Background: an optimization exercise with open tools, aiming at small area and a short achievable clock period. Do not read the settings as production practice.
The RTL was checked by simulation tests, not by an equivalence proof against the original design.

**flow/run.sh**
```bash
#!/bin/bash
# synth_recipe.tcl (not shown) runs the flow's synth.tcl, then flattens the netlist and writes it again
# the make line also repeats each setting of config.mk as NAME=value (left out here)
make -C /OpenROAD-flow-scripts/flow DESIGN_CONFIG=/design/flow/config.mk WORK_HOME=/design/flow/orfs CLKGATE_MAP_FILE= SYNTH_SCRIPT=/design/flow/synth_recipe.tcl finish
```
**flow/config.mk**
```make
export PLATFORM = sky130hd
export DESIGN_NAME = risc_v_superscalar
export DESIGN_NICKNAME = risc_v_superscalar
export VERILOG_FILES = /design/flow/design.v
export SDC_FILE = /design/flow/constraint.sdc
export NUM_CORES = 8
export LEC_CHECK = 0
export CAP_MARGIN = 20
export CORE_MARGIN = 2
export CORE_UTILIZATION = 45
export CTS_CLUSTER_DIAMETER = 150
export CTS_CLUSTER_SIZE = 25
export PLACE_DENSITY = 0.65
export SLEW_MARGIN = 20
```
**flow/constraint.sdc**
```tcl
create_clock -name core_clock -period 95.0 [get_ports {clk}]
set_input_delay 19.0000 -clock core_clock [delete_from_list [all_inputs] [get_ports {clk}]]
set_output_delay 19.0000 -clock core_clock [all_outputs]
set_load 0.01 [all_outputs]
```
**flow/design.v**
```verilog
package riscv_pkg;
typedef enum bit[6:0]{ 
    R_TYPE = 7'b0110011, 
    I_TYPE = 7'b0010011, 
    S_TYPE = 7'b0100011,
    B_TYPE = 7'b1100011, 
    J_TYPE = 7'b1101111, 
    U_TYPE = 7'b0010111, 
    JALR   = 7'b1100111,
    LW     = 7'b0000011,
    LUI    = 7'b0110111
} Opcode_enum;
typedef struct packed {
   logic [31:0] rs1_data;  
   logic [31:0] rs2_data;  
   logic rs1_data_valid;   
   logic rs2_data_valid;  
   logic [5:0] rs1_tag;    
   logic [5:0] rs2_tag;   
   logic [5:0] rd_tag;     
} queue_data;
typedef struct packed {
   queue_data common_data;
   logic [6:0] opcode;
   logic [2:0] func3;
   logic [6:0] func7;
} int_queue_data;
typedef struct packed {
	queue_data common_data;
	logic [31:0] imm;
	logic load_or_store_signal;
	logic [2:0] func3;
} lw_sw_queue_data;
typedef struct packed {
   logic [31:0]  cdb_data;
   logic [5:0]   cdb_tag;
   logic         cdb_valid;
   logic         cdb_branch;
   logic         cdb_branch_taken;
} cdb_bus;
typedef struct packed {
    logic          issueque_ready;
    logic [31:0]   issueque_rs_data;
    logic [31:0]   issueque_rt_data;
    logic [5:0]    issueque_rd_tag;
    logic [6:0]    issueque_opcode;
    logic [2:0]    func3;
    logic [6:0]    func7;
    logic          issueblk_done;     
} int_issue_data_exec_unit;
typedef struct packed {
    logic          issueque_ready;
    logic [31:0]   issueque_rs_data;
    logic [31:0]   issueque_rt_data;
    logic [5:0]    issueque_rd_tag;
    logic [2:0]    issueque_opcode;
    logic          issueblk_done;     
} int_data_exec_unit;
typedef struct packed {
   logic        valid;
   logic [2:0]  opcode;
   logic [5:0]  rd_tag;
   logic [5:0]  rs_tag;
   logic [31:0] rs_data;
   logic        rs_val;
   logic [5:0]  rt_tag;
   logic [31:0] rt_data;
   logic        rt_val;
} entry_issue_queue_t;
typedef struct packed {
   logic        valid;
   logic [6:0]  opcode;
   logic [2:0]  func3;
   logic [6:0]  func7;
   logic [5:0]  rd_tag;
   logic [5:0]  rs_tag;
   logic [31:0] rs_data;
   logic        rs_val;
   logic [5:0]  rt_tag;
   logic [31:0] rt_data;
   logic        rt_val;
} entry_int_issue_queue_t;
typedef struct packed {
   logic        valid;
   lw_sw_queue_data lw_sw_data;
} entry_issue_mem_queue_t;
typedef struct packed {
    logic          issueque_ready;
    logic [31:0]   issueque_rs_data;
    logic [31:0]   issueque_imm;
    logic [31:0]   issueque_rt_data;
    logic [5:0]    issueque_rd_tag;
    logic     		 issueque_opcode;
    logic          issueblk_done;     
} mem_data_exec_unit;
endpackage
module fetchq (
	input  logic         clk,
	input  logic         rst_q,       
	input  logic         flush,       
	input  logic         wr,          
	input  logic [127:0] din,
	input  logic         nl,          
	input  logic [1:0]   rw,          
	output logic [31:0]  instr
);
logic [1:0]        pw, pr;
logic [2:0][127:0] fm;
logic [2:0]        wen;
logic [127:0]      line;
for (genvar k = 0; k < 3; k++) begin : ent
	assign wen[k] = (rst_q | flush) ? (k == 0) : (wr && pw == k);
	always_ff @(posedge clk)
		if (wen[k])
			fm[k] <= din;
end
always_ff @(posedge clk) begin
	pw <= (rst_q | flush) ? 2'd1 : (wr ? ((pw == 2'd2) ? 2'd0 : pw + 2'd1) : pw);
	pr <= (rst_q | flush) ? 2'd0 : (nl ? ((pr == 2'd2) ? 2'd0 : pr + 2'd1) : pr);
end
assign line  = (pr == 2'd0) ? fm[0] : ((pr == 2'd1) ? fm[1] : fm[2]);
assign instr = line[rw*32 +: 32];
endmodule
module tagf (
	input  logic       clk,
	input  logic       rst_q,       
	input  logic       rd,          
	input  logic       wv,          
	input  logic [5:0] wtag,
	output logic [5:0] tagout
);
logic [6:0] rp, wp;
logic       aw;                     
logic [63:0][5:0] mem;
logic [63:0] wen, oh;
logic       ow, ff, we;
assign ff = (wp[5:0] == rp[5:0]) & (wp[6] ^ rp[6]);
assign we = ~ff & wv;
for (genvar i = 0; i < 64; i++) begin : slot
	assign wen[i] = we & (wp[5:0] == i);
	always_ff @(posedge clk)
		if (wen[i])
			mem[i] <= wtag;
	assign oh[i] = (rp[5:0] == i);
end
assign ow = aw | (rp[5:0] < wp[5:0]);
always_comb begin
	tagout = 6'd0;
	for (int i = 0; i < 64; i++)
		tagout = tagout | (mem[i] & {6{oh[i]}});
	if (!ow)
		tagout = rp[5:0];
end
always_ff @(posedge clk) begin
	rp <= rst_q ? 7'd0  : rp + {6'd0, rd};
	wp <= rst_q ? 7'd64 : wp + {6'd0, we};
	aw <= ~rst_q & (aw | (we & (wp[5:0] == 6'd63)));
end
endmodule
module rstab (
	input  logic        clk,
	input  logic        rst_q,
	input  logic [4:0]  rs1, rs2,
	input  logic        ren,         
	input  logic [4:0]  rd,
	input  logic [5:0]  ntag,
	input  logic        cv,
	input  logic [5:0]  ctag,
	output logic        v1, v2,
	output logic [5:0]  t1, t2,
	output logic [31:1] hp           
);
logic [31:1]       rv;
logic [31:1][5:0]  rt;
logic [31:1]       hit, wen;
logic [31:0]       rv_x;
logic [31:0][5:0]  rt_x;
always_comb begin
	for (int i = 1; i < 32; i++)
		hit[i] = cv & rv[i] & (rt[i] == ctag);
	hp = '0;
	for (int i = 1; i < 32; i++)
		if (hit[i]) hp = 31'd1 << (i - 1);
end
for (genvar i = 1; i < 32; i++) begin : reg_
	assign wen[i] = ren & (rd == i);
	always_ff @(posedge clk) begin
		rv[i] <= ~rst_q & (wen[i] | (rv[i] & ~hp[i]));
		if (wen[i])
			rt[i] <= ntag;
	end
end
assign rv_x = {rv, 1'b0};
assign rt_x = {rt, 6'd0};
assign v1 = rv_x[rs1];
assign v2 = rv_x[rs2];
assign t1 = rt_x[rs1];
assign t2 = rt_x[rs2];
endmodule
module regf (
	input  logic        clk,
	input  logic        rst_q,
	input  logic [4:0]  rs1, rs2,
	input  logic [31:1] we,
	input  logic [31:0] wd,
	output logic [31:0] r1, r2
);
logic [31:1]       w;
logic [31:1][31:0] rf;
logic [31:1]       o1, o2;
for (genvar i = 1; i < 32; i++) begin : word
	always_ff @(posedge clk) begin
		w[i] <= ~rst_q & (w[i] | we[i]);
		if (we[i])
			rf[i] <= wd;
	end
	assign o1[i] = (rs1 == i) & w[i];
	assign o2[i] = (rs2 == i) & w[i];
end
always_comb begin
	r1 = ((rs1 == 5'd2) && !w[2]) ? 32'h7fffeffc : 32'd0;
	r2 = ((rs2 == 5'd2) && !w[2]) ? 32'h7fffeffc : 32'd0;
	for (int i = 1; i < 32; i++) begin
		r1 = r1 | (rf[i] & {32{o1[i]}});
		r2 = r2 | (rf[i] & {32{o2[i]}});
	end
end
endmodule
module sq #(
    parameter int OPW = 4
) (
    input  logic           clk,
    input  logic           rst_q,       
    input  logic           ins,         
    input  logic [OPW-1:0] n_op,
    input  logic [5:0]     n_rd,
    input  logic           n_v1,
    input  logic [31:0]    n_d1,
    input  logic           n_v2,
    input  logic [31:0]    n_d2,
    input  logic           cdb_valid,
    input  logic [5:0]     cdb_tag,
    input  logic [31:0]    cdb_data,
    input  logic           issue,       
    output logic           ready_c,
    output logic           full,
    output logic           ready_n,
    output logic [OPW-1:0] op_n,
    output logic [5:0]     rd_n,
    output logic [31:0]    a_n,
    output logic [31:0]    b_n
);
logic [3:0]            v, vw, vp, vn;
logic [3:0][OPW-1:0]   op, opp, opn;
logic [3:0][5:0]       rd, rdp, rdn;
logic [3:0]            v1, v2, v1w, v2w, v1p, v2p, v1n, v2n;
logic [3:0][31:0]      d1, d2, d1w, d2w, d1p, d2p, d1n, d2n;
logic [3:0]            rdy, rdyn;
logic [1:0]            sel, seln;
always_comb begin
    for (int i = 0; i < 4; i++)
        rdy[i] = v[i] & v1[i] & v2[i];
    sel = 2'd0;
    for (int i = 0; i < 4; i++)
        if (rdy[i]) sel = i[1:0];
end
assign ready_c = |rdy;
assign full    = (&v) & ~issue;
always_comb begin
    for (int i = 0; i < 4; i++) begin
        v1w[i] = v1[i];
        d1w[i] = d1[i];
        v2w[i] = v2[i];
        d2w[i] = d2[i];
        if (cdb_valid && !v1[i] && d1[i][5:0] == cdb_tag) begin
            v1w[i] = 1'b1;
            d1w[i] = cdb_data;
        end
        if (cdb_valid && !v2[i] && d2[i][5:0] == cdb_tag) begin
            v2w[i] = 1'b1;
            d2w[i] = cdb_data;
        end
    end
    vw = v;
    vp = vw; opp = op; rdp = rd; v1p = v1w; v2p = v2w; d1p = d1w; d2p = d2w;
    if (issue) begin
        for (int i = 0; i < 3; i++) begin
            if (i >= sel) begin
                vp[i] = vw[i+1]; opp[i] = op[i+1]; rdp[i] = rd[i+1];
                v1p[i] = v1w[i+1]; v2p[i] = v2w[i+1]; d1p[i] = d1w[i+1]; d2p[i] = d2w[i+1];
            end
        end
        vp[3] = 1'b0;
    end
    vn = vp; opn = opp; rdn = rdp; v1n = v1p; v2n = v2p; d1n = d1p; d2n = d2p;
    if (ins && !full) begin
        for (int i = 1; i < 4; i++) begin
            vn[i] = vp[i-1]; opn[i] = opp[i-1]; rdn[i] = rdp[i-1];
            v1n[i] = v1p[i-1]; v2n[i] = v2p[i-1]; d1n[i] = d1p[i-1]; d2n[i] = d2p[i-1];
        end
        vn[0] = 1'b1; opn[0] = n_op; rdn[0] = n_rd;
        v1n[0] = n_v1; v2n[0] = n_v2; d1n[0] = n_d1; d2n[0] = n_d2;
    end
end
always_ff @(posedge clk) begin
    v <= rst_q ? 4'b0 : vn; op <= opn; rd <= rdn; v1 <= v1n; v2 <= v2n; d1 <= d1n; d2 <= d2n;
end
always_comb begin
    for (int i = 0; i < 4; i++)
        rdyn[i] = vn[i] & v1n[i] & v2n[i];
    seln = 2'd0;
    for (int i = 0; i < 4; i++)
        if (rdyn[i]) seln = i[1:0];
end
assign ready_n = |rdyn;
assign op_n    = opn[seln];
assign rd_n    = rdn[seln];
assign a_n     = d1n[seln];
assign b_n     = d2n[seln];
endmodule
module mq (
    input  logic        clk,
    input  logic        rst_q,
    input  logic        ins,
    input  logic        n_st,
    input  logic [5:0]  n_rd,
    input  logic        n_v1,
    input  logic [5:0]  n_t1,
    input  logic [31:0] n_d1,
    input  logic        n_v2,
    input  logic [5:0]  n_t2,
    input  logic [31:0] n_d2,
    input  logic [11:0] n_imm,
    input  logic        cdb_valid,
    input  logic [5:0]  cdb_tag,
    input  logic [31:0] cdb_data,
    input  logic        issue,
    output logic        ready_c,
    output logic        full,
    output logic        ready_n,
    output logic        valid_n,     
    output logic        st_n,
    output logic [5:0]  rd_n,
    output logic [31:0] rs_n,
    output logic [31:0] rt_n,
    output logic [11:0] imm_n
);
logic [3:0]        v, vw, vn, st, stn;
logic [3:0][5:0]   rd, rdn, t1, t1n, t2, t2n;
logic [3:0]        v1, v2, v1w, v2w, v1n, v2n;
logic [3:0][31:0]  d1, d2, d1w, d2w, d1n, d2n;
logic [3:0][11:0]  imm, immn;
logic [1:0]        old, oldn;
always_comb begin
    old = 2'd0;
    for (int i = 0; i < 4; i++)
        if (v[i]) old = i[1:0];
end
assign ready_c = v[old] & v1[old] & v2[old];
assign full    = (&v) & ~issue;
always_comb begin
    for (int i = 0; i < 4; i++) begin
        v1w[i] = v1[i];
        d1w[i] = d1[i];
        v2w[i] = v2[i];
        d2w[i] = d2[i];
        if (cdb_valid && !v1[i] && t1[i] == cdb_tag) begin
            v1w[i] = 1'b1;
            d1w[i] = cdb_data;
        end
        if (cdb_valid && !v2[i] && t2[i] == cdb_tag) begin
            v2w[i] = 1'b1;
            d2w[i] = cdb_data;
        end
    end
    vw = v;
    if (issue)
        vw[old] = 1'b0;
    vn = vw; stn = st; rdn = rd; t1n = t1; t2n = t2; v1n = v1w; v2n = v2w; d1n = d1w; d2n = d2w; immn = imm;
    if (ins && !full) begin
        for (int i = 1; i < 4; i++) begin
            vn[i] = vw[i-1]; stn[i] = st[i-1]; rdn[i] = rd[i-1]; t1n[i] = t1[i-1]; t2n[i] = t2[i-1];
            v1n[i] = v1w[i-1]; v2n[i] = v2w[i-1]; d1n[i] = d1w[i-1]; d2n[i] = d2w[i-1]; immn[i] = imm[i-1];
        end
        vn[0] = 1'b1; stn[0] = n_st; rdn[0] = n_rd; t1n[0] = n_t1; t2n[0] = n_t2;
        v1n[0] = n_v1; v2n[0] = n_v2; d1n[0] = n_d1; d2n[0] = n_d2; immn[0] = n_imm;
    end
end
always_ff @(posedge clk) begin
    v <= rst_q ? 4'b0 : vn; st <= stn; rd <= rdn; t1 <= t1n; t2 <= t2n;
    v1 <= v1n; v2 <= v2n; d1 <= d1n; d2 <= d2n; imm <= immn;
end
always_comb begin
    oldn = 2'd0;
    for (int i = 0; i < 4; i++)
        if (vn[i]) oldn = i[1:0];
end
assign valid_n = |vn;
assign ready_n = vn[oldn] & v1n[oldn] & v2n[oldn];
assign st_n    = stn[oldn];
assign rd_n    = rdn[oldn];
assign rs_n    = d1n[oldn];
assign rt_n    = d2n[oldn];
assign imm_n   = immn[oldn];
endmodule
module alu (
	input  logic [3:0]  op,
	input  logic [31:0] a, b,
	output logic [31:0] y,
	output logic        br,
	output logic        taken
);
localparam logic [3:0] A_SUB  = 4'd1;
localparam logic [3:0] A_SLT  = 4'd2;
localparam logic [3:0] A_XOR  = 4'd3;
localparam logic [3:0] A_OR   = 4'd4;
localparam logic [3:0] A_AND  = 4'd5;
localparam logic [3:0] A_SLL  = 4'd6;
localparam logic [3:0] A_SRL  = 4'd7;
localparam logic [3:0] A_SLLI = 4'd8;
localparam logic [3:0] A_SRLI = 4'd9;
localparam logic [3:0] A_BEQ  = 4'd10;
localparam logic [3:0] A_BNE  = 4'd11;
localparam logic [3:0] A_BNO  = 4'd12;
logic        sub, left, zero_sh;
logic [31:0] s, sa, sr, sl;
logic        lt;
assign sub  = (op == A_SUB) | (op == A_SLT);
assign s    = a + (sub ? ~b : b) + {31'd0, sub};
assign lt   = (a[31] != b[31]) ? a[31] : s[31];
assign left = (op == A_SLL) | (op == A_SLLI);
assign zero_sh = ((op == A_SLL) | (op == A_SRL)) & (|b[31:5]);
always_comb begin
	for (int i = 0; i < 32; i++) sa[i] = left ? a[31-i] : a[i];
	sr = sa >> b[4:0];
	for (int i = 0; i < 32; i++) sl[i] = left ? sr[31-i] : sr[i];
	case (op)
		A_SLT:   y = {31'd0, lt};
		A_XOR:   y = a ^ b;
		A_OR:    y = a | b;
		A_AND:   y = a & b;
		A_SLL, A_SRL, A_SLLI, A_SRLI: y = zero_sh ? 32'd0 : sl;
		default: y = s;
	endcase
end
assign br    = (op == A_BEQ) | (op == A_BNE) | (op == A_BNO);
assign taken = (op == A_BEQ) ? (a == b) : ((op == A_BNE) ? (a != b) : 1'b0);
endmodule
module dmem (
	input  logic        clk,
	input  logic        rst_q,
	input  logic        we,
	input  logic [4:0]  wa,
	input  logic [31:0] wd,
	input  logic [4:0]  ra,
	output logic [31:0] rdata
);
logic [31:0]       w, wen, oh;
logic [31:0][31:0] ram;
for (genvar i = 0; i < 32; i++) begin : word
	assign wen[i] = we & (wa == i);
	always_ff @(posedge clk) begin
		w[i] <= ~rst_q & (w[i] | wen[i]);
		if (wen[i])
			ram[i] <= wd;
	end
end
always_comb begin
	for (int i = 0; i < 32; i++)
		oh[i] = (ra == i[4:0]) & w[i];
	rdata = 32'd0;
	for (int i = 0; i < 32; i++)
		rdata = rdata | (ram[i] & {32{oh[i]}});
	if (we && wa == ra)
		rdata = wd;
end
endmodule
module mulp (
    input  logic        clk,
    input  logic [31:0] a,
    input  logic [31:0] b,
    input  logic [5:0]  tag,
    output logic [31:0] p,
    output logic [5:0]  pt
);
logic [31:0] ma, mb, p1, p2;
logic [5:0]  mt, t1, t2;
logic [31:0] prod;
mulc core (.a(ma), .b(mb), .p(prod));
always_ff @(posedge clk) begin
    ma <= a;
    mb <= b;
    mt <= tag;
    p1 <= prod;
    t1 <= mt;
    p2 <= p1;
    t2 <= t1;
    p  <= p2;
    pt <= t2;
end
endmodule
module mulc (input logic [31:0] a, b, output logic [31:0] p);
logic [15:0] one, two, neg;
logic [15:0][31:0] row;
always_comb begin
	for (int i = 0; i < 16; i++) begin
		logic bm1, b0, b1;
		bm1 = (i == 0) ? 1'b0 : b[2*i-1];
		b0  = b[2*i];
		b1  = b[2*i+1];
		one[i] = b0 ^ bm1;
		two[i] = (b1 & ~b0 & ~bm1) | (~b1 & b0 & bm1);
		neg[i] = b1 & ~(b0 & bm1);
		row[i] = '0;
		for (int j = 0; j < 32 - 2*i; j++)
			row[i][j + 2*i] = ((one[i] & a[j]) | (two[i] & ((j == 0) ? 1'b0 : a[j-1]))) ^ neg[i];
	end
	p = 32'd0;
	for (int i = 0; i < 16; i++)
		p = p + row[i] + ({31'd0, neg[i]} << (2*i));
end
endmodule
module divp #(
    parameter logic [31:0] BND = (32'd1 << 2)  | (32'd1 << 9)  | (32'd1 << 14) | (32'd1 << 18) |
                                 (32'd1 << 22) | (32'd1 << 25) | (32'd1 << 28)
) (
    input  logic        clk,
    input  logic [31:0] a,       
    input  logic [31:0] b,       
    input  logic [5:0]  tag,
    output logic [31:0] q,
    output logic [5:0]  qt
);
for (genvar j = 1; j <= 32; j++) begin : st
    logic [j-1:0] rc, ro;        
    logic [31:0]  nqc, nqo;      
    logic [31:0]  dd;            
    logic [31:0]  dout;
    logic [5:0]   tin, tout;
    logic [j-1:0] tt;
    logic [j:0]   sb;
    logic         hz, ge;
    logic [31:0]  nqi;
    if (j == 1) begin : first
        assign nqi = a;
        assign dd  = b;
        assign tin = tag;
        assign tt  = nqi[31];
    end else begin : next
        assign nqi = st[j-1].nqo;
        assign dd  = st[j-1].dout;
        assign tin = st[j-1].tout;
        assign tt  = {st[j-1].ro, nqi[31]};
    end
    if (j < 32) begin : hzc
        assign hz = ~|dd[31:j];
    end else begin : hzl
        assign hz = 1'b1;
    end
    assign sb  = {1'b0, tt} - {1'b0, dd[j-1:0]};
    assign ge  = hz & ~sb[j];
    assign rc  = ge ? sb[j-1:0] : tt;
    assign nqc = {nqi[30:0], ge};
    if (BND[j-1]) begin : rg
        always_ff @(posedge clk) begin
            ro   <= rc;
            nqo  <= nqc;
            dout <= dd;
            tout <= tin;
        end
    end else begin : cb
        assign ro   = rc;
        assign nqo  = nqc;
        assign dout = dd;
        assign tout = tin;
    end
end
assign q  = st[32].nqo;
assign qt = st[32].tout;
endmodule
module risc_v_superscalar(
	input logic clk,
	input logic rst,
	output logic [27:0]  imem_line_addr,	 
	input  logic [127:0] imem_line,		 
	output logic [31:0]  cdb_data,
	output logic [5:0]   cdb_tag,
	output logic         cdb_valid,
	output logic         cdb_branch,
	output logic         cdb_branch_taken
);
localparam logic [6:0] OP_R    = 7'b0110011;
localparam logic [6:0] OP_I    = 7'b0010011;
localparam logic [6:0] OP_S    = 7'b0100011;
localparam logic [6:0] OP_B    = 7'b1100011;
localparam logic [6:0] OP_J    = 7'b1101111;
localparam logic [6:0] OP_U    = 7'b0010111;
localparam logic [6:0] OP_JALR = 7'b1100111;
localparam logic [6:0] OP_LW   = 7'b0000011;
localparam logic [6:0] OP_LUI  = 7'b0110111;
localparam logic [3:0] A_ADD  = 4'd0;
localparam logic [3:0] A_SUB  = 4'd1;
localparam logic [3:0] A_SLT  = 4'd2;
localparam logic [3:0] A_XOR  = 4'd3;
localparam logic [3:0] A_OR   = 4'd4;
localparam logic [3:0] A_AND  = 4'd5;
localparam logic [3:0] A_SLL  = 4'd6;    
localparam logic [3:0] A_SRL  = 4'd7;
localparam logic [3:0] A_SLLI = 4'd8;    
localparam logic [3:0] A_SRLI = 4'd9;
localparam logic [3:0] A_BEQ  = 4'd10;
localparam logic [3:0] A_BNE  = 4'd11;
localparam logic [3:0] A_BNO  = 4'd12;   
logic rst_q;    
always_ff @(posedge clk)
	rst_q <= rst;
logic [31:0] cp_data, cq_data, cn_data;
logic [5:0]  cp_tag, cq_tag, cn_tag;
logic        cp_valid, cq_valid, cn_valid, cp_branch, cq_branch, cn_branch, cp_taken, cq_taken, cn_taken;
logic [31:0] pcq, pcq_n;    
always_ff @(posedge clk or posedge rst) begin
	if (rst) begin
		cp_data   <= '0;
		cp_tag    <= '0;
		cp_valid  <= 1'b0;
		cp_branch <= 1'b0;
		cp_taken  <= 1'b0;
		pcq       <= 32'h400000;
	end else begin
		cp_data   <= rst_q ? 32'd0 : cn_data;
		cp_tag    <= rst_q ? 6'd0 : cn_tag;
		cp_valid  <= ~rst_q & cn_valid;
		cp_branch <= ~rst_q & cn_branch;
		cp_taken  <= ~rst_q & cn_taken;
		pcq       <= rst_q ? 32'h400010 : pcq_n;
	end
end
always_ff @(posedge clk) begin
	cq_data   <= rst_q ? 32'd0 : cn_data;
	cq_tag    <= rst_q ? 6'd0 : cn_tag;
	cq_valid  <= ~rst_q & cn_valid;
	cq_branch <= ~rst_q & cn_branch;
	cq_taken  <= ~rst_q & cn_taken;
end
assign imem_line_addr   = pcq[31:4];
assign cdb_data         = cp_data;
assign cdb_tag          = cp_tag;
assign cdb_valid        = cp_valid;
assign cdb_branch       = cp_branch;
assign cdb_branch_taken = cp_taken;
logic [31:0] pco, pco_n;                  
logic [2:0]  wpl, wpl_n;                  
logic [4:0]  rp, rp_n;                    
logic        jmp, jmp_n;                  
logic        stall, stall_n;              
logic [31:0] tgt, tgt_n;                  
logic        lru, lru_n;
logic [4:1]  mv, mv_n;                    
logic [7:1]  dv, dv_n;                    
logic        we_q, we_n;                  
logic [4:0]  wa_q, wa_n;
logic [31:0] wd_q, wd_n;
always_ff @(posedge clk) begin
	pco   <= rst_q ? 32'h400004 : pco_n;
	wpl   <= rst_q ? 3'd1 : wpl_n;
	rp    <= rst_q ? 5'd1 : rp_n;
	jmp   <= ~rst_q & jmp_n;
	stall <= ~rst_q & stall_n;
	tgt   <= tgt_n;
	lru   <= rst_q | lru_n;
	mv    <= rst_q ? 4'd0 : mv_n;
	dv    <= rst_q ? 7'd0 : dv_n;
	we_q  <= ~rst_q & we_n;
	wa_q  <= wa_n;
	wd_q  <= wd_n;
end
logic iq_ins, xq_ins, dq_ins, mq_ins;
logic iq_rc, xq_rc, dq_rc, mq_rc;        
logic iq_full, xq_full, dq_full, mq_full;
logic iq_rn, xq_rn, dq_rn, mq_rn;        
logic is_int, is_mem, is_mult, is_div;   
logic in_int, in_mem, in_mult, in_div;   
logic        full, empty, rd_en, wr;
logic [1:0]  widx;
logic [31:0] instr, i2d;
assign full  = jmp ? 1'b0 : ((wpl[1:0] + 2'd1) == rp[3:2]);
assign empty = (wpl == rp[4:2]);
assign rd_en = ~stall | ~iq_full | ~mq_full | ~xq_full | ~dq_full;
assign wr    = ~full & rd_en;
assign widx  = jmp ? (rp[1:0] + 2'd1) : rp[1:0];
fetchq fetch_lines (
	.clk(clk), .rst_q(rst_q), .flush(jmp), .wr(wr), .din(imem_line),
	.nl(rp_n[4:2] != rp[4:2]), .rw(widx), .instr(instr)
);
assign i2d   = (empty | stall) ? 32'b0 : instr;
always_comb begin
	wpl_n = wpl;
	if (jmp)
		wpl_n = 3'd1;
	else if (wr)
		wpl_n = wpl + 3'd1;
	if (jmp)
		rp_n = {3'b000, tgt[3:2]};
	else if (rp[4:2] == 3'd0 || (rd_en && !empty))
		rp_n = rp + 5'd1;
	else
		rp_n = rp;
	pco_n = jmp ? tgt : (rd_en ? pco + 32'd4 : pco);
end
logic [6:0]  opc, f7;
logic [4:0]  rd, rs1, rs2;
logic [2:0]  f3;
logic        o_r, o_i, o_s, o_b, o_j, o_u, o_jalr, o_lw, o_lui;
logic        rd_en_dec;
logic [31:0] imm, bj;
assign opc = i2d[6:0];
assign rd  = i2d[11:7];
assign f3  = i2d[14:12];
assign rs1 = i2d[19:15];
assign rs2 = i2d[24:20];
assign f7  = i2d[31:25];
assign o_r    = opc == OP_R;
assign o_i    = opc == OP_I;
assign o_s    = opc == OP_S;
assign o_b    = opc == OP_B;
assign o_j    = opc == OP_J;
assign o_u    = opc == OP_U;
assign o_jalr = opc == OP_JALR;
assign o_lw   = opc == OP_LW;
assign o_lui  = opc == OP_LUI;
assign rd_en_dec = (o_r | o_i | o_u | o_j | o_lw) & (rd != 5'd0);
always_comb begin
	if (o_i | o_jalr | o_lw) imm = {{20{i2d[31]}}, i2d[31:20]};
	else if (o_b)            imm = {{20{i2d[31]}}, i2d[7], i2d[30:25], i2d[11:8], 1'b0};
	else if (o_s)            imm = {{21{i2d[31]}}, i2d[30:25], i2d[11:7]};
	else if (o_j)            imm = {{12{i2d[31]}}, i2d[19:12], i2d[20], i2d[30:21], 1'b0};
	else if (o_u)            imm = {i2d[31:12], 12'b0};
	else                     imm = 32'b0;
end
assign bj = pco + imm;
assign jmp_n   = o_j | cq_taken;
assign tgt_n   = (o_b | o_j) ? bj : tgt;
always_comb begin
	if (cq_branch && jmp) stall_n = 1'b0;
	else if (o_b)           stall_n = 1'b1;
	else if (cq_branch)     stall_n = 1'b0;
	else                    stall_n = stall;
end
assign pcq_n = jmp_n ? tgt_n : (pcq + (full ? 32'd0 : 32'd16));
logic [5:0] tagout;
tagf tag_fifo (.clk(clk), .rst_q(rst_q), .rd(rd_en_dec), .wv(cq_valid), .wtag(cq_tag), .tagout(tagout));
logic        v1, v2;
logic [5:0]  t1, t2;
logic [31:0] r1, r2;
logic [31:1] hp;
logic        sel1, sel2, val1, val2;
logic [31:0] d1, d2;
rstab status_table (
	.clk(clk), .rst_q(rst_q), .rs1(rs1), .rs2(rs2), .ren(rd_en_dec), .rd(rd), .ntag(tagout),
	.cv(cq_valid), .ctag(cq_tag), .v1(v1), .v2(v2), .t1(t1), .t2(t2), .hp(hp)
);
regf reg_file (.clk(clk), .rst_q(rst_q), .rs1(rs1), .rs2(rs2), .we(hp), .wd(cq_data), .r1(r1), .r2(r2));
assign sel1 = cq_valid & v1 & (t1 == cq_tag);
assign sel2 = cq_valid & v2 & (t2 == cq_tag);
assign d1   = sel1 ? cq_data : r1;
assign d2   = sel2 ? cq_data : r2;
assign val1 = ~v1 | sel1;
assign val2 = ~v2 | sel2;
logic [3:0]  aop;
logic [31:0] q1, q2;       
logic        iv2;
logic [31:0] id2;
always_comb begin
	aop = A_ADD;
	if (o_r) begin
		case ({f3, f7})
			10'b000_0100000: aop = A_SUB;
			10'b001_0000000: aop = A_SLL;
			10'b010_0000000: aop = A_SLT;
			10'b011_0000000: aop = A_SLT;
			10'b100_0000000: aop = A_XOR;
			10'b101_0100000: aop = A_SRL;
			10'b101_0000000: aop = A_SRL;
			10'b110_0000000: aop = A_OR;
			10'b111_0000000: aop = A_AND;
			default:         aop = A_ADD;
		endcase
	end else if (o_i) begin
		case (f3)
			3'b010, 3'b011: aop = A_SLT;
			3'b100:         aop = A_XOR;
			3'b110:         aop = A_OR;
			3'b111:         aop = A_AND;
			3'b001:         aop = A_SLLI;
			3'b101:         aop = A_SRLI;
			default:        aop = A_ADD;
		endcase
	end else if (o_b) begin
		case (f3)
			3'b000:  aop = A_BEQ;
			3'b001:  aop = A_BNE;
			default: aop = A_BNO;
		endcase
	end
end
assign q1  = val1 ? d1 : {26'd0, t1};
assign q2  = val2 ? d2 : {26'd0, t2};
assign iv2 = (o_i | o_lui) ? 1'b1 : val2;
assign id2 = (o_i | o_lui) ? imm : q2;
assign iq_ins = o_r ? !((f3 == 3'd4 || f3 == 3'd0) && f7 == 7'd1) : (o_i | o_lui | o_jalr | o_b | o_u);
assign xq_ins = o_r & (f3 == 3'd0) & (f7 == 7'd1);
assign dq_ins = o_r & (f3 == 3'd4) & (f7 == 7'd1);
assign mq_ins = o_lw | o_s;
logic [3:0]  iq_op;
logic [5:0]  iq_rd, xq_rd, dq_rd, mq_rd;
logic [31:0] iq_a, iq_b, xq_a, xq_b, dq_a, dq_b, mq_rs, mq_rt;
logic [11:0] mq_imm;
logic        mq_vn, mq_st;
logic        xq_op_unused, dq_op_unused;
sq #(.OPW(4)) int_q (
	.clk(clk), .rst_q(rst_q), .ins(iq_ins),
	.n_op(aop), .n_rd(tagout), .n_v1(val1), .n_d1(q1), .n_v2(iv2), .n_d2(id2),
	.cdb_valid(cq_valid), .cdb_tag(cq_tag), .cdb_data(cq_data),
	.issue(is_int), .ready_c(iq_rc), .full(iq_full),
	.ready_n(iq_rn), .op_n(iq_op), .rd_n(iq_rd), .a_n(iq_a), .b_n(iq_b)
);
sq #(.OPW(1)) mult_q (
	.clk(clk), .rst_q(rst_q), .ins(xq_ins),
	.n_op(1'b0), .n_rd(tagout), .n_v1(val1), .n_d1(q1), .n_v2(val2), .n_d2(q2),
	.cdb_valid(cq_valid), .cdb_tag(cq_tag), .cdb_data(cq_data),
	.issue(is_mult), .ready_c(xq_rc), .full(xq_full),
	.ready_n(xq_rn), .op_n(xq_op_unused), .rd_n(xq_rd), .a_n(xq_a), .b_n(xq_b)
);
sq #(.OPW(1)) div_queue (
	.clk(clk), .rst_q(rst_q), .ins(dq_ins),
	.n_op(1'b0), .n_rd(tagout), .n_v1(val1), .n_d1(q1), .n_v2(val2), .n_d2(q2),
	.cdb_valid(cq_valid), .cdb_tag(cq_tag), .cdb_data(cq_data),
	.issue(is_div), .ready_c(dq_rc), .full(dq_full),
	.ready_n(dq_rn), .op_n(dq_op_unused), .rd_n(dq_rd), .a_n(dq_a), .b_n(dq_b)
);
mq mem_q (
	.clk(clk), .rst_q(rst_q), .ins(mq_ins),
	.n_st(~o_lw), .n_rd(tagout), .n_v1(val1), .n_t1(t1), .n_d1(d1),
	.n_v2(o_lw | val2), .n_t2(t2), .n_d2(d2), .n_imm(imm[11:0]),
	.cdb_valid(cq_valid), .cdb_tag(cq_tag), .cdb_data(cq_data),
	.issue(is_mem), .ready_c(mq_rc), .full(mq_full),
	.ready_n(mq_rn), .valid_n(mq_vn), .st_n(mq_st), .rd_n(mq_rd),
	.rs_n(mq_rs), .rt_n(mq_rt), .imm_n(mq_imm)
);
always_comb begin
	is_int = 1'b0; is_mem = 1'b0; is_mult = 1'b0; is_div = 1'b0;
	if (dq_rc && !dv[7])
		is_div = 1'b1;
	else if (xq_rc && !dv[3])
		is_mult = 1'b1;
	else if (!(mv[4] | dv[7])) begin
		if (iq_rc && (lru || !mq_rc))
			is_int = 1'b1;
		else if (mq_rc)
			is_mem = 1'b1;
	end
end
assign lru_n = is_int ? 1'b0 : (is_mem ? 1'b1 : lru);
assign mv_n  = {mv[3:1], is_mult};
assign dv_n  = {dv[6:1], is_div};
always_comb begin
	in_int = 1'b0; in_mem = 1'b0; in_mult = 1'b0; in_div = 1'b0;
	if (dq_rn && !dv[6])
		in_div = 1'b1;
	else if (xq_rn && !dv[2])
		in_mult = 1'b1;
	else if (!(mv[3] | dv[6])) begin
		if (iq_rn && (lru_n || !mq_rn))
			in_int = 1'b1;
		else if (mq_rn)
			in_mem = 1'b1;
	end
end
logic [31:0] alu_y;
logic        ibr, btaken;
alu int_alu (.op(iq_op), .a(iq_a), .b(iq_b), .y(alu_y), .br(ibr), .taken(btaken));
logic [31:0] maddr;
logic        m_in1, m_gpio, m_stack;
logic [4:0]  ma;
logic [31:0] mdata;
assign maddr   = mq_rs + {{20{mq_imm[11]}}, mq_imm};
assign m_in1   = (maddr >= 32'h10010000) && (maddr < 32'h10040000);
assign m_gpio  = m_in1 && (maddr >= 32'h10010020) && (maddr <= 32'h10010038);
assign m_stack = !m_in1 && (maddr >= 32'h10040000) && (maddr < 32'h7fffeffc);
assign ma      = maddr[6:2] - (m_gpio ? 5'd8 : (m_stack ? 5'd10 : 5'd0));
logic [31:0] ram_q;
dmem data_mem (.clk(clk), .rst_q(rst_q), .we(we_q), .wa(wa_q), .wd(wd_q), .ra(ma), .rdata(ram_q));
assign we_n  = mq_vn & mq_st;
assign wa_n  = ma;
assign wd_n  = mq_rt;
assign mdata = m_gpio ? 32'd0 : ram_q;
logic [31:0] mul_res, div_res;
logic [5:0]  mul_t, div_t;
mulp mul_unit (.clk(clk), .a(xq_a), .b(xq_b), .tag(xq_rd), .p(mul_res), .pt(mul_t));
divp div_unit (.clk(clk), .a(dq_a), .b(dq_b), .tag(dq_rd), .q(div_res), .qt(div_t));
always_comb begin
	cn_data = 32'd0; cn_tag = 6'd0; cn_valid = 1'b0; cn_branch = 1'b0; cn_taken = 1'b0;
	if (in_int) begin
		if (ibr) begin
			cn_branch = 1'b1;
			cn_taken  = btaken;
		end else begin
			cn_data  = alu_y;
			cn_tag   = iq_rd;
			cn_valid = 1'b1;
		end
	end else if (in_mem) begin
		if (!mq_st) begin
			cn_data  = mdata;
			cn_tag   = mq_rd;
			cn_valid = 1'b1;
		end
	end else if (mv[3]) begin
		cn_data  = mul_res;
		cn_tag   = mul_t;
		cn_valid = 1'b1;
	end else if (dv[6]) begin
		cn_data  = div_res;
		cn_tag   = div_t;
		cn_valid = 1'b1;
	end
end
endmodule
```
==> reports/metrics.yaml, run 1 <==
setup_path:
  cp.required_ps: 76000
  crit_chain: "clkdlybuf4s50_1"
  crit_family: "flip-flops"
  ff2ff_path_depth: 95
  arrival_ps: 2200
  slowest_delay_ps: 570
  start_kind: "flop"
  critPathMaxFanout: 4
  cp.depth: 1
  crit_slowest_cell: "dfstp_2"
  worstSetupEndpointType: "primary output"
  crit_type: "reg -> out"
  path_buf_inv: 1
synth:
  synthCells: 25631
  synth_top_area_share_pct: 34.0
  synth-edff-count: 3022
  synth_top_area_cell: "edfxtp_1"
  synth_common_cells: "edfxtp_1 (3022), nor2_1 (2749), dfxtp_1 (2310), nand2_1 (2056), a21oi_1 (1411)"
  syn_area_sq_um: 267000
  synth.most_common_cell: "edfxtp_1"
  synthDistinctLibCells: 133
  synthArstFlopShare_pct: 1.28
  synth_top_flop_cell: "edfxtp_1"
  synth-warning-count: 13
  ys_top_cells_by_area: "edfxtp_1 (34%), dfxtp_1 (17%), nor2_1 (3.9%), ha_1 (3.8%), nand2_1 (2.9%)"
  synth_seq_cells: 5401
  ys_seq_area_share_pct: 52.0
  synth.net_count: 26810
  syn_avg_cell_area_sq_um: 10.4
sta:
  skew_ps: 156
  worstMarginPinSlew_ps: 1380
  fin_crit_sh_pct: 22.3
  relSlewSlack_pct: 7.54
  drv_slew: 0
  finalSetupTns_ps: 0
  setup_viol: 0
  hold_viol_final: 0
  fmax_ghz: 0.0472
  final.setup.worst_slack_ps: 73800
  period_needed_ps: 21200
  rsz0062_at_grt: "false"
drt:
  remaining_drc_errors: 0
  dr_total_vias: 226504
  routedWlPerCell_um: 33.7
  drtIter0Drc: 38164
  drt-total-wl_mm: 1120
  viasPerCell: 6.80
  firstDrtPassIters: 17
  ant_nets: 0
hold_path:
  min_path_cells: 0
  hold_path_class: "reg -> reg"
place:
  dp.cells: 32778
  dpl_cell_area_sq_um: 280000
  pre_cts_ws_ps: 74400
  routabilityCongestion: 1.06
  hpwl_mm: 733
  numPortBuffers: 198
global_routing:
  grt_use_met3_pct: 13.6
  busiest_layer: "met2"
  grt_usage_pct: 35.8
  grt_pass1_wl_mm: 1560
  use_met1_pct: 44.6
  gr-total-overflow: 0
  grt_pass1_vias: 208324
  global_route.usage.met2_pct: 51.0
  grt_max_degree: 155
  antenna_found_initial: 149
floorplan:
  dieArea_sq_um: 599000
  die_x_um: 774
  die_h_um: 774
  rows: 282
  ioPinCount: 199
  start_util_pct: 45.2
  core-area_sq_um: 590000
clocking:
  clock-sinks: 5401
  clkSlewWorstSetupHoldPaths_ps: 100
  clk_latency_ps: 1130
  holdBufCountCts: 0
  cts_inserted_buffers: 240
  htreeDepth: 4
  cts_tree: "done"
  cts_resized: 0
  clock_path_buffers: 4
  cts_root_buffer: "clkbuf_16"
  postCtsSetupBuffers: 0
cells_and_area:
  syn_to_final_growth_pct: 7.74
  layout.cells.non_filler: 33332
  drive_above_1_share_pct: 8.48
  stdcell_area_sq_um: 288000
  nets: 26392
  nFillCells: 53218
  finalCoreUtilization_pct: 48.7
status:
  status: "finished clean"
job:
  maxCapViolCount: 0
[placed cells by master (no fill, tap or decap), types with 89 or more instances in the layout]
cell type / Yosys / layout
a211oi_1: 266 / 261
a21boi_0: 158 / 157
a21o_1: 196 / 196
a21oi_1: 1411 / 1394
a221oi_1: 448 / 446
a222oi_1: 136 / 136
a22o_1: 533 / 532
a22oi_1: 808 / 808
a32oi_1: 89 / 89
and2_1: 111 / 113
and3_1: 175 / 141
buf_4: 22 / 835
clkbuf_1: 1292 / 148
clkbuf_16: 0 / 242
clkdlybuf4s50_1: 0 / 198
dfxtp_1: 2310 / 2259
diode_2: 0 / 148
edfxtp_1: 3022 / 3022
fa_1: 234 / 234
ha_1: 815 / 815
inv_1: 956 / 924
mux2_2: 435 / 435
mux2i_1: 533 / 517
nand2_1: 2056 / 2049
nand2b_1: 168 / 164
nand3_1: 519 / 513
nand4_1: 316 / 316
nor2_1: 2749 / 2690
nor2b_1: 152 / 140
nor3_1: 393 / 369
nor4_1: 136 / 98
o211ai_1: 154 / 154
o21a_1: 102 / 100
o21ai_0: 1300 / 1272
o22a_1: 208 / 208
o22ai_1: 564 / 564
or3_1: 111 / 110
xnor2_1: 757 / 757
xor2_1: 415 / 415
[stage by stage]
| stage | hold slack (ps) |
|---|---|
| 2_1_floorplan | 310 |
| 3_3_place_gp | 310 |
| 3_5_place_dp | 312 |
| 4_1_cts | 243 |
| 5_1_grt | 242 |
| 6_report | 243 |
[cell type report]
cell class | instances | area, sq um | share of cell area (%)
Antenna cell | 148 | 370 | 0.129
Timing Repair Buffer | 1045 | 8450 | 2.94
Inverter | 973 | 3680 | 1.28
Sequential cell | 5401 | 139000 | 48.3
Multi-Input combinational cell | 17552 | 120000 | 41.6
Tap cell | 7810 | 9770 | 3.40
Clock buffer | 390 | 6610 | 2.30
Clock inverter | 13 | 275 | 0.0957
[kinds of logic (layout without fill, tap and decap cells)]
kind of cell,after synthesis,count (layout),synth area share [%]
buf+inv,2678,2421,3.96
simple gates,7178,7178,12.1
fa+ha+maj,1051,1051,5.58
flops,5401,5401,52.0
xor+xnor,1174,1174,3.86
other cells,0,148,0
mux,1037,1037,4.31
compound gates,7112,7112,18.2
[final timing paths]
| path | startpoint | endpoint | slack (ps) |
|---|---|---|---|
| max | pcq[22] | imem_line_addr[18] | 73800 |
| min | div_unit.st[23].nqo[21] | div_unit.st[26].nqo[24] | 240 |
| max reg2reg | div_unit.st[19].dout[1] | div_unit.st[23].ro[5] | 75360 |
| min reg2reg | div_unit.st[23].nqo[21] | div_unit.st[26].nqo[24] | 240 |
| max in group asynchronous | rst | cp_data[9] | 75530 |
| min in group asynchronous | rst | pcq[26] | 18370 |
[flip-flops by register name, summed over array words and instances (netlist names), 186 cells and up, named ones only]
register	flops
tag_fifo.mem	384
data_mem.ram	1024
reg_file.rf	992
div_unit.st.dout	224
div_unit.st.nqo	224
status_table.rt	186
fetch_lines.fm	384
[per-layer routing]
layer	part of all wire, %	up-vias
met4	8.8	94
met3	15	4668
met1	35	109610
met2	41	18095
li1	-	94037
met5	0.13	-
==> run 2: changes to the inputs <==
--- a/flow/design.v
+++ b/flow/design.v
@@ -250,12 +250,12 @@
     output logic [31:0]    a_n,
     output logic [31:0]    b_n
 );
-logic [3:0]            v, vw, vp, vn;
-logic [3:0][OPW-1:0]   op, opp, opn;
-logic [3:0][5:0]       rd, rdp, rdn;
-logic [3:0]            v1, v2, v1w, v2w, v1p, v2p, v1n, v2n;
-logic [3:0][31:0]      d1, d2, d1w, d2w, d1p, d2p, d1n, d2n;
-logic [3:0]            rdy, rdyn;
+logic [3:0]            v, vp, vn;
+logic [3:0][OPW-1:0]   op, opn;
+logic [3:0][5:0]       rd, rdn;
+logic [3:0]            v1, v2, v1w, v2w, v1n, v2n;
+logic [3:0][31:0]      d1, d2, d1w, d2w, d1n, d2n;
+logic [3:0]            rdy, rdyn, sh;
 logic [1:0]            sel, seln;
 always_comb begin
     for (int i = 0; i < 4; i++)
@@ -281,23 +281,22 @@
             d2w[i] = cdb_data;
         end
     end
-    vw = v;
-    vp = vw; opp = op; rdp = rd; v1p = v1w; v2p = v2w; d1p = d1w; d2p = d2w;
-    if (issue) begin
-        for (int i = 0; i < 3; i++) begin
-            if (i >= sel) begin
-                vp[i] = vw[i+1]; opp[i] = op[i+1]; rdp[i] = rd[i+1];
-                v1p[i] = v1w[i+1]; v2p[i] = v2w[i+1]; d1p[i] = d1w[i+1]; d2p[i] = d2w[i+1];
-            end
-        end
-        vp[3] = 1'b0;
-    end
-    vn = vp; opn = opp; rdn = rdp; v1n = v1p; v2n = v2p; d1n = d1p; d2n = d2p;
+    vp = v;
+    if (issue)
+        vp[sel] = 1'b0;
+    sh = 4'b0;
     if (ins && !full) begin
-        for (int i = 1; i < 4; i++) begin
-            vn[i] = vp[i-1]; opn[i] = opp[i-1]; rdn[i] = rdp[i-1];
-            v1n[i] = v1p[i-1]; v2n[i] = v2p[i-1]; d1n[i] = d1p[i-1]; d2n[i] = d2p[i-1];
+        sh[0] = 1'b1;
+        for (int i = 1; i < 4; i++)
+            sh[i] = sh[i-1] & vp[i-1];
+    end
+    vn = vp; opn = op; rdn = rd; v1n = v1w; v2n = v2w; d1n = d1w; d2n = d2w;
+    for (int i = 1; i < 4; i++)
+        if (sh[i]) begin
+            vn[i] = vp[i-1]; opn[i] = op[i-1]; rdn[i] = rd[i-1];
+            v1n[i] = v1w[i-1]; v2n[i] = v2w[i-1]; d1n[i] = d1w[i-1]; d2n[i] = d2w[i-1];
         end
+    if (sh[0]) begin
         vn[0] = 1'b1; opn[0] = n_op; rdn[0] = n_rd;
         v1n[0] = n_v1; v2n[0] = n_v2; d1n[0] = n_d1; d2n[0] = n_d2;
     end
@@ -521,7 +520,7 @@
 end
 endmodule
 module divp #(
-    parameter logic [31:0] BND = (32'd1 << 2)  | (32'd1 << 9)  | (32'd1 << 14) | (32'd1 << 18) |
+    parameter logic [31:0] BND = (32'd1 << 5)  | (32'd1 << 11) | (32'd1 << 15) | (32'd1 << 19) |
                                  (32'd1 << 22) | (32'd1 << 25) | (32'd1 << 28)
 ) (
     input  logic        clk,
@@ -618,6 +617,7 @@
 logic [5:0]  cp_tag, cq_tag, cn_tag;
 logic        cp_valid, cq_valid, cn_valid, cp_branch, cq_branch, cn_branch, cp_taken, cq_taken, cn_taken;
 logic [31:0] pcq, pcq_n;    
+logic [31:0] pcx;           
 always_ff @(posedge clk or posedge rst) begin
 	if (rst) begin
 		cp_data   <= '0;
@@ -625,14 +625,14 @@
 		cp_valid  <= 1'b0;
 		cp_branch <= 1'b0;
 		cp_taken  <= 1'b0;
-		pcq       <= 32'h400000;
+		pcx       <= 32'd0;
 	end else begin
 		cp_data   <= rst_q ? 32'd0 : cn_data;
 		cp_tag    <= rst_q ? 6'd0 : cn_tag;
 		cp_valid  <= ~rst_q & cn_valid;
 		cp_branch <= ~rst_q & cn_branch;
 		cp_taken  <= ~rst_q & cn_taken;
-		pcq       <= rst_q ? 32'h400010 : pcq_n;
+		pcx       <= rst_q ? 32'h000010 : (pcq_n ^ 32'h400000);
 	end
 end
 always_ff @(posedge clk) begin
@@ -642,6 +642,7 @@
 	cq_branch <= ~rst_q & cn_branch;
 	cq_taken  <= ~rst_q & cn_taken;
 end
+assign pcq              = pcx ^ 32'h400000;
 assign imem_line_addr   = pcq[31:4];
 assign cdb_data         = cp_data;
 assign cdb_tag          = cp_tag;
==> flow/flow/run.sh (new file) <==
#!/bin/bash
# Layout flow: the standard flow (standard.sh runs the standard synthesis,
# floorplan, power grid, placement, CTS, routing and finish) with two ORFS
# variables set on its make command line:
#  - BUFFER_PORTS_ARGS: the port buffers are buf_4 cells (buffer_ports picks a
#    clkdlybuf4s50 delay cell otherwise, about 0.8 ns on every output path);
#  - SETUP_SLACK_MARGIN: timing repair (after CTS and after global routing)
#    works on every path longer than 20 ns. The constraints stay the design's
#    (95 ns clock, the same input and output delays).
# make's output goes to standard.log; each ORFS step keeps its own log under
# orfs/logs.
set -euo pipefail
bash standard.sh "BUFFER_PORTS_ARGS=-buffer_cell sky130_fd_sc_hd__buf_4" SETUP_SLACK_MARGIN=75 finish > standard.log 2>&1
==> flow/standard.sh (new file) <==
#!/bin/bash
# synth_recipe.tcl (not shown) runs the flow's synth.tcl, then flattens the netlist and writes it again
# the make line also repeats each setting of config.mk as NAME=value (left out here)
make -C /OpenROAD-flow-scripts/flow DESIGN_CONFIG=/design/flow/config.mk WORK_HOME=/design/flow/orfs CLKGATE_MAP_FILE= SYNTH_SCRIPT=/design/flow/synth_recipe.tcl "${@:-finish}"
==> flow/config.mk (replaced) <==
export PLATFORM = sky130hd
export DESIGN_NAME = risc_v_superscalar
export DESIGN_NICKNAME = risc_v_superscalar
export VERILOG_FILES = /design/flow/design.v
export SDC_FILE = /design/flow/constraint.sdc
export NUM_CORES = 8
export LEC_CHECK = 0
export CAP_MARGIN = 30
export CORE_MARGIN = 2
export CORE_UTILIZATION = 45
export CTS_CLUSTER_DIAMETER = 100
export CTS_CLUSTER_SIZE = 20
export PLACE_DENSITY = 0.65
export SLEW_MARGIN = 30
removed: flow/run.sh
==> run 2 against run 1 <==
Effect of this change:
- core utilization grew 0.61 points
- synthesized cell count shrank 3.0%
- fmax grew 2.8%
- count of clock-buffer cells in the layout grew 79
- largest cell class unchanged
- clock skew shrank 5.5 ps
- critical endpoint unchanged
- worst hold slack lost 13 ps
==> reports/metrics.yaml, run 2 <==
global_routing:
  grt_pass1_vias: 207174
  grt_max_degree: 126
  antenna_found_initial: 174
  grt_pass1_wl_mm: 1630
  grt_usage_pct: 38.9
  gr-total-overflow: 0
setup_path:
  slowest_delay_ps: 400
  crit_chain: "inv_2 -> buf_6"
  start_kind: "flop"
  cp.required_ps: 76000
  crit_type: "reg -> out"
  crit_slowest_cell: "dfrtp_1"
  arrival_ps: 1630
  worstSetupEndpointType: "primary output"
  critPathMaxFanout: 2
sta:
  finalSetupTns_ps: 0
  setup_viol: 0
  fmax_ghz: 0.0485
  worstMarginPinSlew_ps: 1240
  hold_viol_final: 0
  relSlewSlack_pct: 17.5
  skew_ps: 151
  period_needed_ps: 20630
  rsz0062_at_grt: "true"
  final.setup.worst_slack_ps: 74370
  drv_slew: 0
  fin_crit_sh_pct: 21.7
synth:
  synthCells: 24866
  synth_top_flop_cell: "edfxtp_1"
  synth_top_area_share_pct: 34.7
  synth_seq_cells: 5408
  synth_common_cells: "edfxtp_1 (3022), nor2_1 (2694), dfxtp_1 (2317), nand2_1 (2145), o21ai_0 (1266)"
  synth-warning-count: 13
  synthDistinctLibCells: 141
  ys_seq_area_share_pct: 53.1
  synth.most_common_cell: "edfxtp_1"
  synthArstFlopShare_pct: 1.28
  synth_top_area_cell: "edfxtp_1"
  ys_top_cells_by_area: "edfxtp_1 (35%), dfxtp_1 (18%), ha_1 (3.9%), nor2_1 (3.9%), nand2_1 (3.1%)"
  syn_avg_cell_area_sq_um: 10.5
  synth-edff-count: 3022
  synth.net_count: 26045
  syn_area_sq_um: 262000
floorplan:
  dieArea_sq_um: 588000
  start_util_pct: 45.1
  ioPinCount: 199
  rows: 280
  die_h_um: 767
  core-area_sq_um: 581000
  die_x_um: 767
cells_and_area:
  layout_common_cells: "edfxtp_1 (3022), nor2_1 (2607), dfxtp_1 (2236), nand2_1 (2137), o21ai_0 (1242)"
  top_register: "data_mem.ram"
  drive_above_1_share_pct: 11.0
  syn_to_final_growth_pct: 9.40
  layout.cells.non_filler: 32900
  nets: 25947
  layout_commonest_cell: "edfxtp_1"
  largest_register_ffs: 1024
  finalCoreUtilization_pct: 49.3
  top_regs: "data_mem.ram (1024), reg_file.rf (992)"
drt:
  ant_nets: 0
  drtIter0Drc: 39706
  drt-total-wl_mm: 1190
  viasPerCell: 6.81
  routedWlPerCell_um: 36.2
  remaining_drc_errors: 0
  dr_total_vias: 224102
  firstDrtPassIters: 14
clocking:
  clock_path_buffers: 4
  clkSlewWorstSetupHoldPaths_ps: 90
  holdBufCountCts: 0
  clk_latency_ps: 1130
  cts_tree: "done"
  htreeDepth: 5
  clock-sinks: 5408
  cts_inserted_buffers: 315
  cts_root_buffer: "clkbuf_16"
place:
  dp.cells: 32155
  hpwl_mm: 800
  pre_cts_ws_ps: 75150
  numPortBuffers: 198
  routabilityCongestion: 1.10
status:
  status: "finished clean"
job:
  maxCapViolCount: 0
hold_path:
  hold_path_class: "reg -> reg"
## run 2: path summary, 6_finish.rpt
path / to / start / slack [ps] / cells after the start
hold reg to reg: mul_unit.p[0] / mul_unit.p2[0] / 230 / 0
min in group asynchronous: cp_data[19] / rst / 18190 / 3
max in group asynchronous: cp_data[15] / rst / 76250 / 3
hold / removal: mul_unit.p[0] / mul_unit.p2[0] / 230 / 0
setup / recovery: imem_line_addr[18] / pcx[22] / 74370 / 2
setup reg to reg: div_unit.st[20].ro[13] / div_unit.st[16].dout[1] / 77270 / 85
## run 2: cells by family after synthesis
family	after synthesis	share of synthesized area [%]
compound gates	6620	17.3
xor+xnor	1130	3.78
fa+ha+maj	1050	5.69
buf+inv	2550	3.89
flops	5408	53.1
mux	910	3.94
simple gates	7198	12.3
## run 2: layout make-up
class                   count  area (sq um)
inverters                 958          3640
flip-flops and latches   5408        139000
clock inverters            43           768
fillers                 52256        294000
clock buffers             469          8580
diodes                    182           455
repair buffers           1177          9450
multi-input cells       16908        115000
well taps                7755          9700
## run 2: critical path: cells and delay by family (launching register included)
family	cells	cell delay [ps]
buf+inv	2	180
flops	1	400
## run 2: layer usage
layer | up-vias | track usage (%) | share of wire [%]
li1 | 91907 | - | -
met1 | 109310 | 46.4 | 35
met2 | 17779 | 56.3 | 41
met3 | 5004 | 14.7 | 14
met4 | 102 | 30.4 | 9.9
met5 | - | 2.01 | 0.15
## run 2: per-stage QoR
| stage | hold WS (ps) | area, sq um |
|---|---|---|
| after floorplan | 310 | 262000 |
| final | 230 | 286000 |
| after detailed placement | 312 | 276000 |
| after global routing | 244 | 286000 |
| after CTS | 231 | 285000 |
| after global placement | 310 | 275000 |
## run 2: what timing repair did
action | in CTS | in global routing
hold endpoints to repair | 0 | 0
setup endpoints to repair | 69 | 84
resized for setup | 69 | 3
setup buffers | 25 | 8

[separate check: timing with driven ports]
How much do the figures lean on ideal ports? The routed layouts below were timed once more, with nothing changed but the port constraints. Step 1 (the two cells are an assumption about what drives the block):
set clk [get_ports {clk}]
set_driving_cell -lib_cell sky130_fd_sc_hd__clkbuf_16 $clk
set_driving_cell -lib_cell sky130_fd_sc_hd__buf_2 [delete_from_list [all_inputs] $clk]
Step 2 times the ports against the registers' clock, not the clock port: input delays grow and output delays shrink by t, the midpoint of the rising clock arrivals with the driver on. a / b / c = ideal ports / drivers / drivers and shift; a / b = the first two.
run | t (ns) | setup slack, ns | worst setup path after step 2 | worst data-port slew with drivers (ns)
run 1 | 1.184 | 73.801 / 73.668 / 74.460 | input, reset recovery | 0.16
run 2 | 1.189 | 74.371 / 74.234 / 75.170 | input, reset recovery | 0.11
After both steps setup and hold are still met in every run listed. The worst setup slack also covers recovery checks on asynchronous resets.
